This is an optimization exercise on Yosys and OpenROAD, whose aim is small area, not a production implementation. At most, simulation tests tie the RTL to the original design; equivalence was not proved. Power is estimated from default activity; no workload was simulated.

==> run a: inputs <==
==> flow/design.v <==
`timescale 1ns / 1ps
module sound(sys_CLK, rst, button, replay, key, high, low, audio, light);
  input         sys_CLK;
  input         rst;
  input  [2:0]  button;
  input         replay;
  input  [6:0]  key;
  input         high, low;
  output        audio;
  output [10:0] light;
  assign light = {replay, button, key};
  reg  [13:0] m;         
  reg  [14:0] w;         
  reg         audiof;
  reg  [4:0]  j;         
  reg  [4:0]  jd;        
  reg         f;         
  reg  [6:0]  len;       
  reg  [5:0]  track_c;   
  reg  [4:0]  last;      
  reg  [254:0] ring;     
  reg  [5:0]  p;         
  reg         clr;       
  assign audio = (|button || |key) ? audiof : 1'b1;
  wire tick4 = (m == 14'd0);
  wire [13:0] m_n = {m[12:0], m[13] ^ m[0] ^ m[1] ^ m[11] ^ (m[12:0] == 13'd0)};
  wire [14:0] w_n = {w[13:0], w[14] ^ w[13] ^ (w[13:0] == 14'd0)};
  localparam [639:0] SONG1_T = 640'h842108421084210842108421084210842108421084210842108421084210842108421084210842108421084210842108421084210842108421084210842010c23180410846218405284631802108c43;
  function [4:0] song1;
    input [6:0] a;
    song1 = SONG1_T[a * 5 +: 5];
  endfunction
  localparam [639:0] SONG2_T = 640'h8c6318c6318c6318c6318c6318c6318c6318c6318c6318c6318c6318c6318c6318c6318c6318c6318d6b5ad6b5ad455a88428c46310af5ad6f7a502318c6318c6318d4a52945296f7bdc4215eb5ac631;
  function [4:0] song2;
    input [6:0] a;
    song2 = SONG2_T[a * 5 +: 5];
  endfunction
  localparam [639:0] SONG3_T = 640'h10842108421084210842108421084210842ad6b5bd055ad6b5bdc4210c6210843084021084210c74a5295a540318c611084215c570042108421084231d2821528210af7bde94a52318c631ad694a5042;
  function [4:0] song3;
    input [6:0] a;
    song3 = SONG3_T[a * 5 +: 5];
  endfunction
  localparam [479:0] TONE_T = 480'h210c40129ba5ef10a6a623ae5e00000cdb299b9af1617bd2f8d2ac0a00004296850bbd2bb68226e742fe690000;
  function [14:0] tone;
    input [4:0] a;
    tone = TONE_T[a * 15 +: 15];
  endfunction
  reg [2:0] kk;
  always @* begin
    case (key)
      7'b0000001: kk = 3'd2;
      7'b0000010: kk = 3'd3;
      7'b0000100: kk = 3'd1;
      7'b0001000: kk = 3'd6;
      7'b0010000: kk = 3'd5;
      7'b0100000: kk = 3'd7;
      7'b1000000: kk = 3'd4;
      default:    kk = 3'd0;
    endcase
  end
  wire [1:0] oc = high ? 2'd1 : low ? 2'd2 : 2'd0;
  wire [4:0] kbd = (kk == 3'd0) ? 5'd0 : {oc, kk};
  wire [6:0] len1 = len + 7'd1;
  wire       s1 = (button == 3'b001);
  wire       s2 = (button == 3'b010);
  wire       s3 = (button == 3'b100);
  wire       rp = ~s1 & ~s2 & ~s3 & replay;
  wire       kb = ~s1 & ~s2 & ~s3 & ~replay;
  reg [6:0] len_n;
  reg [4:0] j_n;
  always @* begin
    if (s1) begin
      len_n = (len > 7'd28) ? 7'd0 : len1;
      j_n = song1(len);
    end else if (s2) begin
      len_n = (len > 7'd62) ? 7'd0 : len1;
      j_n = song2(len);
    end else if (s3) begin
      len_n = (len > 7'd99) ? 7'd0 : len1;
      j_n = song3(len);
    end else if (replay) begin
      len_n = (len > 7'd50) ? 7'd0 : len1;
      j_n = 5'd0;
    end else begin
      len_n = len;
      j_n = kbd;
    end
  end
  wire full = &{track_c[5:4], track_c[1:0]};   
  wire pwrap = &{p[5:4], p[1:0]};               
  wire wr = kb & ~full & ((track_c == 6'd0) | (last != j_n));
  wire [4:0] ring_out = ring[254:250];
  wire fetch = f & (p == len1[5:0]);
  always @(posedge sys_CLK) begin
    if (rst) begin
      m <= 14'd16130;
      w <= 15'd2;
      audiof <= 1'b0;
      j <= 5'd0;
      jd <= 5'd0;
      f <= 1'b0;
      len <= 7'd0;
      track_c <= 6'd0;
    end else begin
      m <= m_n;
      if (w == 15'd0 && jd != 5'd0) begin
        w <= tone(jd);
        audiof <= ~audiof;
      end else
        w <= w_n;
      if (tick4) begin
        j <= j_n;
        jd <= j;
        f <= rp;
        len <= len_n;
        if (kb & full)
          track_c <= 6'd0;
        else if (wr)
          track_c <= track_c + 6'd1;
      end else if (fetch) begin
        j <= ring_out;
        f <= 1'b0;
      end
    end
  end
  always @(posedge sys_CLK)
    if (tick4 & wr)
      last <= j_n;
  wire [5:0] pn = pwrap ? 6'd1 : p + 6'd1;
  wire [4:0] rin = clr ? 5'd0 : (p == track_c) ? last : ring_out;
  always @(posedge sys_CLK) begin
    ring <= {ring[249:0], rin};
    if (rst) begin
      p <= 6'd1;
      clr <= 1'b1;
    end else begin
      p <= pn;
      if (pwrap)
        clr <= 1'b0;
    end
  end
endmodule
==> flow/flow/run.sh <==
#!/bin/bash
# Own layout flow: the standard layout (standard.sh) with two changes:
#  - synthesis maps the logic with an area-oriented ABC script (abc_area.script
#    here) in place of ORFS's, and leaves adders to ABC (no half/full adder
#    cells); everything else in synthesis is the standard flow's own (synth_recipe.tcl),
#    so the registers are the standard synthesis's;
#  - clock tree synthesis uses larger sink clusters, a smaller root buffer
#    and no dummy loads
#    (cts_args here);
#  - the input and output ports are buffered with sky130_fd_sc_hd__buf_1.
# Each step's full output goes to a log file in this folder.
set -euo pipefail
W=$(pwd)
rm -rf "$W/scripts_area"
cp -r "$FLOW_HOME/scripts" "$W/scripts_area"
cp "$W/flow/abc_area.script" "$W/scripts_area/abc_area.script"
bash "$W/standard.sh" ABC_AREA=1 SCRIPTS_DIR="$W/scripts_area" ADDER_MAP_FILE= synth > "$W/synth.log" 2>&1
export CTS_ARGS="$(cat "$W/flow/cts_args")"
bash "$W/standard.sh" "CTS_ARGS=$CTS_ARGS" \
  "BUFFER_PORTS_ARGS=-buffer_cell sky130_fd_sc_hd__buf_1" > "$W/layout.log" 2>&1
==> flow/flow/abc_area.script <==
strash
&get -n
&deepsyn -T 60
&put
dch -f
map -a
mfs2
strash
dch -f
map -a
mfs2
strash
dch -f
amap
==> flow/flow/cts_args <==
-sink_clustering_enable -repair_clock_nets -dont_use_dummy_load -sink_clustering_size 18 -sink_clustering_max_diameter 60 -buf_list sky130_fd_sc_hd__clkbuf_8 -root_buf sky130_fd_sc_hd__clkbuf_4
==> flow/standard.sh <==
#!/bin/bash
# synth_recipe.tcl (not shown) runs the flow's synth.tcl, then flattens the netlist and writes it again
# the make line also repeats each setting of config.mk as NAME=value (left out here)
make -C /OpenROAD-flow-scripts/flow DESIGN_CONFIG=/design/flow/config.mk WORK_HOME=/design/flow/orfs CLKGATE_MAP_FILE= SYNTH_SCRIPT=/design/flow/synth_recipe.tcl "${@:-finish}"
==> flow/config.mk <==
export PLATFORM = sky130hd
export DESIGN_NAME = sound
export DESIGN_NICKNAME = sound
export VERILOG_FILES = /design/flow/design.v
export SDC_FILE = /design/flow/constraint.sdc
export NUM_CORES = 4
export LEC_CHECK = 0
export ABC_AREA = 1
export CAP_MARGIN = 20
export CORE_MARGIN = 2
export CORE_UTILIZATION = 40
export SLEW_MARGIN = 20
==> flow/constraint.sdc <==
create_clock -name core_clock -period 10.0 [get_ports {sys_CLK}]
set_input_delay 2.0000 -clock core_clock [delete_from_list [all_inputs] [get_ports {sys_CLK}]]
set_output_delay 2.0000 -clock core_clock [all_outputs]
set_load 0.01 [all_outputs]
==> run b: changes against run a <==
==> flow/design.v (replaced) <==
`timescale 1ns / 1ps
module sound(sys_CLK, rst, button, replay, key, high, low, audio, light);
  input         sys_CLK;
  input         rst;
  input  [2:0]  button;
  input         replay;
  input  [6:0]  key;
  input         high, low;
  output        audio;
  output [10:0] light;
  assign light = {replay, button, key};
  reg         t;         
  reg  [13:0] m;         
  reg  [13:0] count;     
  reg         audiof;
  reg  [4:0]  j;         
  reg  [4:0]  jd;        
  reg         f;         
  reg  [6:0]  len;       
  reg  [5:0]  track_c;   
  reg  [4:0]  last;      
  reg  [254:0] ring;     
  reg  [5:0]  p;         
  reg         clr;       
  assign audio = (|button || |key) ? audiof : 1'b1;
  wire tick4 = (m == 14'd4032);
  wire tick6 = ~t;
  wire [13:0] m_n = {m[12:0], m[13] ^ m[0] ^ m[1] ^ m[11] ^ (m[12:0] == 13'd0)};
  wire [13:0] count_n = {count[12:0], count[13] ^ count[0] ^ count[1] ^ count[11] ^ (count[12:0] == 13'd0)};
  localparam [639:0] SONG1_T = 640'h5ad6b5ad6b5ad6b5ad6b5ad6b5ad6b5ad6b5ad6b5ad6b5ad6b5ad6b5ad6b5ad6b5ad6b5ad6b5ad6b5ad6b5ad6b5ad6b5ad6b5ad6b5ad6b5ad6b5ad6b5ad604a96a5012b5ad4952c0d6ad4a5016b5a92a;
  function [4:0] song1;
    input [6:0] a;
    song1 = SONG1_T[a * 5 +: 5];
  endfunction
  localparam [639:0] SONG2_T = 640'h18c6318c6318c6318c6318c6318c6318c6318c6318c6318c6318c6318c6318c6318c6318c6318c63194a5294a5295252a52918d4a4a4c5294c639d6a5294a5294a52a318c62d6b4c631929498a528c63;
  function [4:0] song2;
    input [6:0] a;
    song2 = SONG2_T[a * 5 +: 5];
  endfunction
  localparam [639:0] SONG3_T = 640'h4a5294a5294a5294a5294a5294a5294a529294a531d25294a5319294a9494a52a5ac094a5294a94739ce53940a5294b4a5294992602d6b5ad6b5ad6a51ce949ce94a4c6318e739c6318c63294e739d29;
  function [4:0] song3;
    input [6:0] a;
    song3 = SONG3_T[a * 5 +: 5];
  endfunction
  localparam [447:0] TONE_T = 448'h939d8bf16ecb7ac0739afbdf4000a5e9ebfdf9ef788b5bd9e1d50000fa24d7fe1a9d6ab1eba7bd948000;
  function [13:0] tone;
    input [4:0] a;
    tone = TONE_T[a * 14 +: 14];
  endfunction
  reg [2:0] kk;
  always @* begin
    case (key)
      7'b0000001: kk = 3'd1;
      7'b0000010: kk = 3'd2;
      7'b0000100: kk = 3'd3;
      7'b0001000: kk = 3'd4;
      7'b0010000: kk = 3'd5;
      7'b0100000: kk = 3'd6;
      7'b1000000: kk = 3'd7;
      default:    kk = 3'd0;
    endcase
  end
  wire [4:0] kbd = (kk == 3'd0) ? 5'd0 : {high, ~high & ~low, kk};
  wire [6:0] len1 = len + 7'd1;
  wire       s1 = (button == 3'b001);
  wire       s2 = (button == 3'b010);
  wire       s3 = (button == 3'b100);
  wire       rp = ~s1 & ~s2 & ~s3 & replay;
  wire       kb = ~s1 & ~s2 & ~s3 & ~replay;
  reg [6:0] len_n;
  reg [4:0] j_n;
  always @* begin
    if (s1) begin
      len_n = (len > 7'd28) ? 7'd0 : len1;
      j_n = song1(len);
    end else if (s2) begin
      len_n = (len > 7'd62) ? 7'd0 : len1;
      j_n = song2(len);
    end else if (s3) begin
      len_n = (len > 7'd99) ? 7'd0 : len1;
      j_n = song3(len);
    end else if (replay) begin
      len_n = (len > 7'd50) ? 7'd0 : len1;
      j_n = 5'd0;
    end else begin
      len_n = len;
      j_n = kbd;
    end
  end
  wire full = (track_c > 6'd50);
  wire wr = kb & ~full & ((track_c == 6'd0) | (last != j_n));
  wire [4:0] ring_out = ring[254:250];
  wire fetch = f & (p == len1[5:0]);
  always @(posedge sys_CLK) begin
    if (rst) begin
      t <= 1'b0;
      m <= 14'd0;
      count <= 14'd0;
      audiof <= 1'b0;
      j <= 5'd0;
      jd <= 5'd0;
      f <= 1'b0;
      len <= 7'd0;
      track_c <= 6'd0;
    end else begin
      t <= ~t;
      m <= m_n;
      if (tick6) begin
        if (count == 14'd8192 && jd != 5'd0) begin
          count <= tone(jd);
          audiof <= ~audiof;
        end else
          count <= count_n;
      end
      if (tick4) begin
        j <= j_n;
        jd <= j;
        f <= rp & (len_n != 7'd51);
        len <= len_n;
        if (kb & full)
          track_c <= 6'd0;
        else if (wr)
          track_c <= track_c + 6'd1;
      end else if (fetch) begin
        j <= ring_out;
        f <= 1'b0;
      end
    end
  end
  always @(posedge sys_CLK)
    if (tick4 & wr)
      last <= j_n;
  wire [5:0] pn = (p == 6'd51) ? 6'd1 : p + 6'd1;
  wire [4:0] rin = clr ? 5'd0 : (p == track_c) ? last : ring_out;
  always @(posedge sys_CLK) begin
    ring <= {ring[249:0], rin};
    if (rst) begin
      p <= 6'd1;
      clr <= 1'b1;
    end else begin
      p <= pn;
      if (p == 6'd51)
        clr <= 1'b0;
    end
  end
endmodule
==> flow/run.sh (new file) <==
#!/bin/bash
# synth_recipe.tcl (not shown) runs the flow's synth.tcl, then flattens the netlist and writes it again
# the make line also repeats each setting of config.mk as NAME=value (left out here)
make -C /OpenROAD-flow-scripts/flow DESIGN_CONFIG=/design/flow/config.mk WORK_HOME=/design/flow/orfs CLKGATE_MAP_FILE= SYNTH_SCRIPT=/design/flow/synth_recipe.tcl finish
--- a/flow/config.mk
+++ b/flow/config.mk
@@ -8,5 +8,7 @@
 export ABC_AREA = 1
 export CAP_MARGIN = 20
 export CORE_MARGIN = 2
-export CORE_UTILIZATION = 40
+export CORE_UTILIZATION = 60
+export CTS_BUF_LIST = sky130_fd_sc_hd__clkbuf_2 sky130_fd_sc_hd__clkbuf_4
+export CTS_CLUSTER_SIZE = 30
 export SLEW_MARGIN = 20
removed: flow/flow/run.sh
removed: flow/flow/abc_area.script
removed: flow/flow/cts_args
removed: flow/standard.sh
==> run c: changes against run a <==
==> flow/flow/run.sh (replaced) <==
#!/bin/bash
# Own layout flow: the standard layout (standard.sh) with two changes:
#  - synthesis maps the logic with an area-oriented ABC script (abc_area.script
#    here) in place of ORFS's; everything else in synthesis is the standard flow's own
#    (synth_recipe.tcl), so the registers are the standard synthesis's;
#  - clock tree synthesis uses larger sink clusters and no dummy loads
#    (cts_args here);
#  - the input and output ports are buffered with sky130_fd_sc_hd__buf_1.
# Each step's full output goes to a log file in this folder.
set -euo pipefail
W=$(pwd)
rm -rf "$W/scripts_area"
cp -r "$FLOW_HOME/scripts" "$W/scripts_area"
cp "$W/flow/abc_area.script" "$W/scripts_area/abc_area.script"
bash "$W/standard.sh" ABC_AREA=1 SCRIPTS_DIR="$W/scripts_area" synth > "$W/synth.log" 2>&1
export CTS_ARGS="$(cat "$W/flow/cts_args")"
bash "$W/standard.sh" "CTS_ARGS=$CTS_ARGS" \
  "BUFFER_PORTS_ARGS=-buffer_cell sky130_fd_sc_hd__buf_1" > "$W/layout.log" 2>&1
==> flow/flow/abc_area.script (replaced) <==
strash
&get -n
&deepsyn -T 180
&put
dch -f
map -a
mfs2
strash
dch -f
map -a
==> flow/flow/cts_args (replaced) <==
-sink_clustering_enable -repair_clock_nets -dont_use_dummy_load -sink_clustering_size 34 -sink_clustering_max_diameter 70 -buf_list sky130_fd_sc_hd__clkbuf_16
==> qor summary <==
	run a	run b	run c
Last element of the critical path	track_c[4]$_SDFFE_PP0P_	audio	track_c[5]$_SDFFE_PP0P_
Area of combinational cells with multiple inputs	1870 µm²	3360 µm²	2170 µm²
Area fraction in compound gates after synthesis	10.6%	10.3%	10.2%
Setup slack at placement	4280 ps	4450 ps	4230 ps
Cell area after synthesis	8740 µm²	10500 µm²	9170 µm²
Clock buffers	24	105	14
Count of placed standard cells including taps	1065	1319	1141
First element of the critical path	button[1]	key[6]	button[1]
Share of the final layout cell area in sequential cells	68.7%	55.1%	65.4%
Overall Global Routing Usage	13.6%	24.4%	13.3%
Design Area, Final	9420 µm²	11700 µm²	9900 µm²
Tightest Pin Transition	767 ps	857 ps	789 ps
Status	complete, no violations	complete, no violations	complete, no violations
P&R area growth vs syn	7.86%	11.6%	7.95%
Vias/cell	5.02	5.22	4.83
VDD IR max	0.104 mV	0.219 mV	0.156 mV
Kind of end point of the critical path	flip-flop	output port	flip-flop
Area share of xor/xnor cells in the synthesized design	0%	1.42%	1.05%
Buffers outside the clock class	27	28	27
Final layout net count	826	1210	908
Combinational Power Share	2.7%	3.3%	1.8%
Die outline width	152 µm	136 µm	155 µm
Post-route clock skew	89.8 ps	56.6 ps	56.0 ps
Die area	23000 µm²	18600 µm²	24200 µm²
The RTL of run b was laid out without a check of its function.

## re-timing with driven ports
Ports are ideal in the flow. The routed layouts listed here were re-timed in OpenROAD. Step 1 assumes that a clkbuf_16 drives the clock port and a buf_2 every other input. Step 2, shift: input delay + t, output delay - t, t = (earliest + latest rising clock arrival at the registers) / 2. This alone moves slack from input paths to output paths. a / b / c = ideal ports / drivers / drivers and shift; a / b = the first two.
run	t, ns	setup WS [ns]	worst hold slack (ns)
run a	0.682	4.868 / 4.886 / 4.204	0.303 / 0.303 / 0.303
run b	0.702	4.453 / 4.431 / 4.431	0.274 / 0.274 / 0.274
run c	0.516	4.717 / 4.741 / 4.225	0.286 / 0.286 / 0.286
After both steps setup and hold are still met in every run listed. For run a, which loses most, drivers alone change the setup slack by +0.018 ns; drivers and shift together by -0.664 ns.
